This is an optimization exercise on Yosys and OpenROAD, whose aim is a short achievable clock period and few clock cycles, not a production implementation.
Only simulation tests tie the RTL to the original design; equivalence was not proved.
Power and IR drop assume default switching activity.

== old ==
==> flow/design.v (excerpt) <==
module	simplecore (
	clk,
	nreset,
	iAddr,
	iData,
	dAddr,
	dIn,
	dOut,
	nRW
);
input		clk;
input		nreset;
output	[15:0]	iAddr;     
input	[15:0]	iData;     
output	[15:0]	dAddr;     
input	[15:0]	dIn;       
output	[15:0]	dOut;      
output		nRW;
reg	[15:0]	pc;		 
reg	[15:0]	fInst;		 
reg		refillTmp, refill;
reg	[ 1:0]	cond;
reg		cmpFlag;
reg		branchFlag;
reg		eSrWbEn;
reg		rAdd, rSub, rAnd, rOr, rMovA, rMovB, rMrs, rSh, rLd;
reg	[ 2:0]	shiftCtl;
reg		mulOEn;
reg	[ 3:0]	wbIdx;
reg		eWbEn;
reg		eIAregCtl;
reg		eDOutCtl;
reg	[15:0]	opA, opB;	 
reg	[15:0]	mulAL;
reg	[ 7:0]	mulAH;
reg	[11:0]	digL;		 
reg	[23:0]	digH;
reg	[15:0]	dAddrR, dOutR;	 
reg	[15:0]	mulRes;
reg		selMA, selMB;
reg		sqSel;
reg	[15:0]	shA;
reg	[ 3:0]	shB;
reg		shSelA, shSelB;
reg		memSelA, memSelB;
reg		wMul;		 
reg		nRWR;
reg		wEn;
reg	[ 3:0]	wIdx;
reg	[15:0]	wVal;
reg	[ 3:0]	sr;		 
reg	[16*15-1:0]	rf;		 
wire	zFlag = sr[2];
wire	execFlag = (cond == 2'd2) || (cond == 2'd0 && zFlag) ||
		   (cond == 2'd1 && ~zFlag);
wire	live     = execFlag & ~refill;
wire	flush    = branchFlag & live;
wire	wbEn     = eWbEn & live;
wire	srWbEn   = eSrWbEn & live;
wire	iAregCtl = eIAregCtl & live;
wire	[15:0]	A = selMA ? mulRes : opA;
wire	[15:0]	B = selMB ? mulRes : opB;
wire	[15:0]	sum = A + B;
  ...
==> flow/config.mk <==
export PLATFORM = sky130hd
export DESIGN_NAME = simplecore
export DESIGN_NICKNAME = simplecore
export VERILOG_FILES = /design/flow/design.v
export SDC_FILE = /design/flow/constraint.sdc
export NUM_CORES = 4
export LEC_CHECK = 0
export ABC_CLOCK_PERIOD_IN_PS = 3000
export CAP_MARGIN = 20
export CORE_MARGIN = 2
export CORE_UTILIZATION = 40
export SETUP_SLACK_MARGIN = 5
export SLEW_MARGIN = 20
==> flow/constraint.sdc <==
create_clock -name core_clock -period 11.5 [get_ports {clk}]
set_input_delay 2.3000 -clock core_clock [delete_from_list [all_inputs] [get_ports {clk}]]
set_output_delay 2.3000 -clock core_clock [all_outputs]
set_load 0.01 [all_outputs]
standard.sh (not shown) runs the stock make flow with config.mk's settings and CLKGATE_MAP_FILE= SYNTH_SCRIPT=/design/flow/synth_recipe.tcl, a recipe that flattens the netlist after the stock synthesis.
==> flow/flow/run.sh <==
#!/bin/bash
# The standard layout (the standard.sh: the standard synthesis and the
# ORFS steps) with timing repair aimed well below the clock period: every
# repair_timing step works until the setup slack is SETUP_SLACK_MARGIN ns.
# The clock, constraints and all other settings are the design's.
set -euo pipefail
bash standard.sh SETUP_SLACK_MARGIN=8 finish > standard.log 2>&1
old went all the way through synthesis, placement and routing and the layout is clean on timing, DRC and antenna.
Testbench counts of old, summed over its fixed seeds: cycles 54,356.
Setup changes, old to new
diff --git a/flow/design.v b/flow/design.v
--- a/flow/design.v
+++ b/flow/design.v
@@ -180,31 +180,31 @@
 wire	[15:0]	mS, mC;
 mulTree	ImulTree (
 	.aL		(mulAL		),
 	.aH		(mulAH		),
 	.dL		(digL		),
 	.dH		(digH		),
 	.sq		(sqSel		),
 	.s		(mS		),
 	.c		(mC		)
 );
 wire	[15:0]	mulOut = mS + mC;
-wire	[15:0]	busWn = ({16{rAdd}}  & sum)        |
+wire	[15:0]	busWo = ({16{rAdd}}  & sum)        |
 			({16{rSub}}  & dif[15:0])  |
 			({16{rAnd}}  & (A & B))    |
 			({16{rOr}}   & (A | B))    |
 			({16{rMovA}} & A)          |
 			({16{rMovB}} & B)          |
 			({16{rMrs}}  & {sr, 12'b0}) |
-			({16{rSh}}   & shiftOut);
-wire	[15:0]	busWo = busWn | ({16{rLd}} & dIn);
+			({16{rSh}}   & shiftOut)   |
+			({16{rLd}}   & dIn);
 assign	dAddr = memSelA ? mulRes : dAddrR;
 assign	dOut  = memSelB ? mulRes : dOutR;
 assign	nRW   = nRWR;
 assign	iAddr = pc;
 reg	[ 2:0]	instId;
 always @(*)
 begin
 	casex (fInst[15:12])
 		4'b00??: instId = 3'd0;
 		4'b01??: instId = 3'd1;
 		4'b100?: instId = 3'd2;
@@ -288,46 +288,41 @@
 wire	fwdWB = wEn && (wIdx == bIdx);
 wire	[15:0]	wV   = wMul ? mulRes : wVal;
 wire	[15:0]	regA = fwdWA ? wV : rfA;
 wire	[15:0]	regB = fwdWB ? wV : rfB;
 wire	fwdMA = fwdA & mulOEn;
 wire	fwdMB = fwdB & mulOEn & ~immOEn;
 wire	fwdOA = fwdA & ~mulOEn;
 wire	fwdOB = fwdB & ~mulOEn & ~immOEn;
 wire	[15:0]	earlyB = immOEn ? dImm : regB;
 wire	[15:0]	dOpA = fwdOA ? busWo : regA;
 wire	[15:0]	dOpB = fwdOB ? busWo : earlyB;
-wire	lateA  = fwdMA | (fwdOA & rLd);
-wire	lateB  = fwdMB | (fwdOB & rLd);
-wire	mcSelD = dMulOEn & (lateA | lateB);
-wire	mcMul  = mcSelD & mulOEn;
-wire	mcLd   = mcSelD & rLd;
-wire	mbSwap = lateB & ~lateA;
+wire	mcSelD = dMulOEn & (fwdMA | fwdMB);
+wire	mbSwap = fwdMB & ~fwdMA;
 wire	mbFwd  = dMulOEn & (mbSwap ? fwdOA : fwdOB);
-wire	sqSelD = dMulOEn & lateA & lateB;
-wire	[15:0]	dMulB = (mbFwd & ~sqSelD) ? busWn :
+wire	sqSelD = dMulOEn & fwdMA & fwdMB;
+wire	[15:0]	dMulB = (mbFwd & ~sqSelD) ? busWo :
 			((dMulOEn & ~sqSelD) ? (mbSwap ? regA : earlyB) : 16'b0);
 wire	[23:0]	dDig;
 boothDigits	IboothDigits (
 	.b		(dMulB		),
 	.digits		(dDig		)
 );
-wire	[15:0]	dMulA = mcLd ? dIn :
-			((dMulOEn & fwdOA) ? busWn : (dMulOEn ? regA : 16'b0));
+wire	[15:0]	dMulA = (dMulOEn & fwdOA) ? busWo : (dMulOEn ? regA : 16'b0);
 wire	isMem  = (instId == 3'd3) || (instId == 3'd4);
 always @(posedge clk)
 begin
 	fInst	<= iData;
 	opA	<= dOpA;
 	opB	<= dOpB;
-	mulAL	<= mcMul ? mulOut : dMulA;
+	mulAL	<= mcSelD ? mulOut : dMulA;
 	digL	<= dDig[11:0];
 	dAddrR	<= (isMem & fwdOA) ? busWo : (isMem ? regA : 16'b0);
 	dOutR	<= (isMem & fwdOB) ? busWo : (isMem ? earlyB : 16'b0);
 	wEn	<= wbEn && (wbIdx != 4'd15);
 	wIdx	<= wbIdx;
 	wVal	<= busWo;
 	wMul	<= mulOEn;
 	mulRes	<= mulOut;
 	selMA	<= fwdMA;
 	selMB	<= fwdMB;
 	shA	<= (dShiftOEn & fwdOA) ? busWo : (dShiftOEn ? regA : 16'b0);
@@ -381,23 +376,23 @@
 		begin
 			refillTmp <= 1'b0;
 			refill    <= refillTmp;
 		end
 		cond		<= dCond;
 		branchFlag	<= isBranch;
 		eSrWbEn		<= dSrWbEn;
 		eWbEn		<= dWbTmp & ~dCmpFlag;
 		eIAregCtl	<= dIAreg;
 		eDOutCtl	<= dDOut;
 		nRWR		<= dDOut & ~flush & ~refillTmp;
-		mulAH		<= mcMul ? mulOut[7:0] : dMulA[7:0];
+		mulAH		<= mcSelD ? mulOut[7:0] : dMulA[7:0];
 		digH		<= dDig;
 		if (srWbEn)
 			sr <= cmpFlag ? condFlag : A[15:12];
 	end
 end
 integer	w;
 always @(posedge clk)
 	for (w = 0; w < 15; w = w + 1)
 		if (wEn && wIdx == w)
 			rf[w*16 +: 16] <= wV;
 endmodule
--- outcome ---
new did not stop at any stage, and its layout met the timing, DRC and antenna checks. Post-CTS setup buffer count in new is 11 lower than in old. Diff new..old | fraction of synthesized cell area in xor and xnor cells | negligible. Changes observed in new relative to old: post-route cell area moved up, clock buffer instance count of the final layout moved down, slack of the critical path moved down, first-iteration DRC count moved up. In the tables for new and old, wire length reads higher with old.
Testbench counts of new, summed over its fixed seeds: cycles 54,356.

* * *

== run D ==
Another version of the RTL of simplecore (not shown whole).
Size in the first run: roughly 450 flip-flops, about 83 I/O pins, ~0.027 mm2 of cells after synthesis.
==> flow/config.mk <==
export PLATFORM = sky130hd
export DESIGN_NAME = simplecore
export DESIGN_NICKNAME = simplecore
export VERILOG_FILES = /design/flow/design.v
export SDC_FILE = /design/flow/constraint.sdc
export NUM_CORES = 4
export LEC_CHECK = 0
export ABC_CLOCK_PERIOD_IN_PS = 3000
export CAP_MARGIN = 20
export CORE_MARGIN = 2
export CORE_UTILIZATION = 40
export SETUP_SLACK_MARGIN = 5
export SLEW_MARGIN = 20
==> flow/constraint.sdc <==
create_clock -name core_clock -period 11.5 [get_ports {clk}]
set_input_delay 2.3000 -clock core_clock [delete_from_list [all_inputs] [get_ports {clk}]]
set_output_delay 2.3000 -clock core_clock [all_outputs]
set_load 0.01 [all_outputs]
Scripts as last shown in full above: flow/flow/run.sh
Testbench counts of run D, summed over its fixed seeds: cycles 54,356.
Relative to run D, the following input files were edited for run Z:
diff --git a/flow/design.v b/flow/design.v
--- a/flow/design.v
+++ b/flow/design.v
@@ -1,19 +1,6 @@
-module	csa16 (
-	x,
-	y,
-	z,
-	s,
-	c
-);
-input	[15:0]	x, y, z;
-output	[15:0]	s, c;
-wire	[15:0]	maj = (x & y) | (x & z) | (y & z);
-assign	s = x ^ y ^ z;
-assign	c = {maj[14:0], 1'b0};
-endmodule
 module	boothDigits (
 	b,
 	digits
 );
 input	[15:0]	b;
 output	[23:0]	digits;
@@ -25,12 +12,30 @@
 		assign	digits[3*k+1] = (bx[2*k+2] & ~bx[2*k+1] & ~bx[2*k]) |
 					(~bx[2*k+2] & bx[2*k+1] & bx[2*k]);
 		assign	digits[3*k+2] = bx[2*k+2];
 	end
 endgenerate
 endmodule
+module	cmp42 (
+	x1,
+	x2,
+	x3,
+	x4,
+	s,
+	c
+);
+input	[15:0]	x1, x2, x3, x4;
+output	[15:0]	s, c;
+wire	[15:0]	p12 = x1 ^ x2;
+wire	[15:0]	p   = p12 ^ (x3 ^ x4);
+wire	[15:0]	co  = (p12 & x3) | (~p12 & x1);
+wire	[15:0]	ci  = {co[14:0], 1'b0};
+wire	[15:0]	cc  = (p & ci) | (~p & x4);
+assign	s = p ^ ci;
+assign	c = {cc[14:0], 1'b0};
+endmodule
 module	mul (
 	aL,
 	aH,
 	dL,
 	dH,
 	mulOut
@@ -41,13 +46,13 @@
 input	[23:0]	dH;
 output	[15:0]	mulOut;
 wire	[15:0]	row [0:7];
 wire	[ 7:0]	neg = {dH[23], dH[20], dH[17], dH[14], dH[11], dH[8], dH[5], dH[2]};
 genvar	k, i;
 generate
-	for (k = 0; k < 8; k = k + 1) begin : gbooth
+	for (k = 0; k < 7; k = k + 1) begin : gbooth
 		for (i = 0; i < 16; i = i + 1) begin : gbit
 			wire	one = (i < 8 && k < 4) ? dL[3*k]   : dH[3*k];
 			wire	two = (i < 8 && k < 4) ? dL[3*k+1] : dH[3*k+1];
 			wire	ng  = (i < 8 && k < 4) ? dL[3*k+2] : dH[3*k+2];
 			if (i < 2*k) begin : glo
 				assign row[k][i] = (k > 0 && i == 2*k-2) ? neg[k-1] : 1'b0;
@@ -57,25 +62,21 @@
 				assign row[k][i] = ((one & (k < 4 ? aL[i-2*k] : aH[(i-2*k) % 8])) |
 						    (two & (k < 4 ? aL[i-2*k-1] : aH[(i-2*k-1) % 8]))) ^ ng;
 			end
 		end
 	end
 endgenerate
-wire	[15:0]	row8 = {1'b0, neg[7], 14'b0};
-wire	[15:0]	a0, a1, a2, a3, a4, a5;
-csa16	Ia0 (row[0], row[1], row[2], a0, a1);
-csa16	Ia1 (row[3], row[4], row[5], a2, a3);
-csa16	Ia2 (row[6], row[7], row8,   a4, a5);
-wire	[15:0]	b0, b1, b2, b3;
-csa16	Ib0 (a0, a1, a2, b0, b1);
-csa16	Ib1 (a3, a4, a5, b2, b3);
-wire	[15:0]	c0, c1;
-csa16	Ic0 (b0, b1, b2, c0, c1);
-wire	[15:0]	d0, d1;
-csa16	Id0 (c0, c1, b3, d0, d1);
-assign	mulOut = d0 + d1;
+wire	m0 = dH[21] & aH[0];
+wire	m1 = (dH[21] & aH[1]) | (dH[22] & aH[0]);
+assign	row[7] = {m1 ^ (dH[23] & m0), m0, 1'b0, neg[6], 12'b0};
+wire	[15:0]	s0, c0, s1, c1;
+cmp42	Ic0 (row[0], row[1], row[2], row[3], s0, c0);
+cmp42	Ic1 (row[4], row[5], row[6], row[7], s1, c1);
+wire	[15:0]	s2, c2;
+cmp42	Ic2 (s0, c0, s1, c1, s2, c2);
+assign	mulOut = s2 + c2;
 endmodule
 module	simplecore (
 	clk,
 	nreset,
 	iAddr,
 	iData,
@@ -333,13 +334,13 @@
 		eIAregCtl	<= dIAreg;
 		eDOutCtl	<= dDOut;
 		nRWR		<= dDOut & ~flush & ~refillTmp;
 		mulAH		<= dMulOEn ? dOpA[7:0] : 8'b0;
 		digH		<= dDig;
 		if (srWbEn)
-			sr <= cmpFlag ? condFlag : busW[15:12];
+			sr <= cmpFlag ? condFlag : aluOut[15:12];
 	end
 end
 integer	w;
 always @(posedge clk)
 	for (w = 0; w < 15; w = w + 1)
 		if (wEn && wIdx == w)
==> run notes <==
- Delta (run Z minus run D): net switching power lost about 1%; number of cells on the critical path picked up an extra about 5%; share of the cycle needed by the critical path after routing lost 6.4 points; length of routed met3 wiring lost about 3.3%; number of well taps lost about 1%.
- Effective utilization at floorplan: run Z vs run D — no meaningful difference
- On run Z: number of antenna violations at the first check in global routing is 5 lower than what run D gave.
- Met3 routing resource usage after global routing: run Z vs run D down 1.7 points
- Run Z reached the end of the flow, and the finished layout is clean on the timing, DRC and antenna checks.
- Taking run D as the reference, in run Z data arrival time of the worst path moved down; number of non-clock inverters in the layout went down; clock latency at the later pin of the worst-skew pair stayed essentially flat; proportion of total power due to net switching decreased 0.71 points.
- On global placer's final weighted congestion, the higher figure sits with run Z, not run D.
- NOTE vertical die dimension run D->run Z decreased slightly
Testbench counts of run Z, summed over its fixed seeds: cycles 54,356.

## afterwards: timing with drivers on the ports
The flow's constraints put no driver on any port. The routed layouts listed below were extracted and timed again, unchanged, in two steps.
Step 1: set_driving_cell puts a clkbuf_16 on clk and a buf_2 on each other input, an assumption about the parent block.
Step 2 times the ports against the registers' clock, not the clock port: input delays grow and output delays shrink by t, the midpoint of the rising clock arrivals with the driver on.
a / b / c = no drivers / after step 1 / after step 2; a / b = the first two.
| run | t (ns) | setup WS [ns] | hold WS [ns] | worst register clock-pin slew, ns |
|---|---|---|---|---|
| old | 0.675 | 7.383 / 7.383 / 7.379 | 0.417 / 0.417 / 0.417 | 0.07 / 0.07 |
| new | 0.691 | 7.229 / 7.266 / 6.576 | 0.382 / 0.382 / 0.382 | 0.09 / 0.09 |
| run D | 0.681 | 6.278 / 6.278 / 6.278 | 0.429 / 0.429 / 0.429 | 0.07 / 0.07 |
| run Z | 0.672 | 7.009 / 7.009 / 7.009 | 0.412 / 0.412 / 0.412 | 0.07 / 0.07 |
After both steps every run listed still meets setup and hold. For new, which loses most, drivers alone change the setup slack by +0.037 ns; drivers and shift together by -0.653 ns.
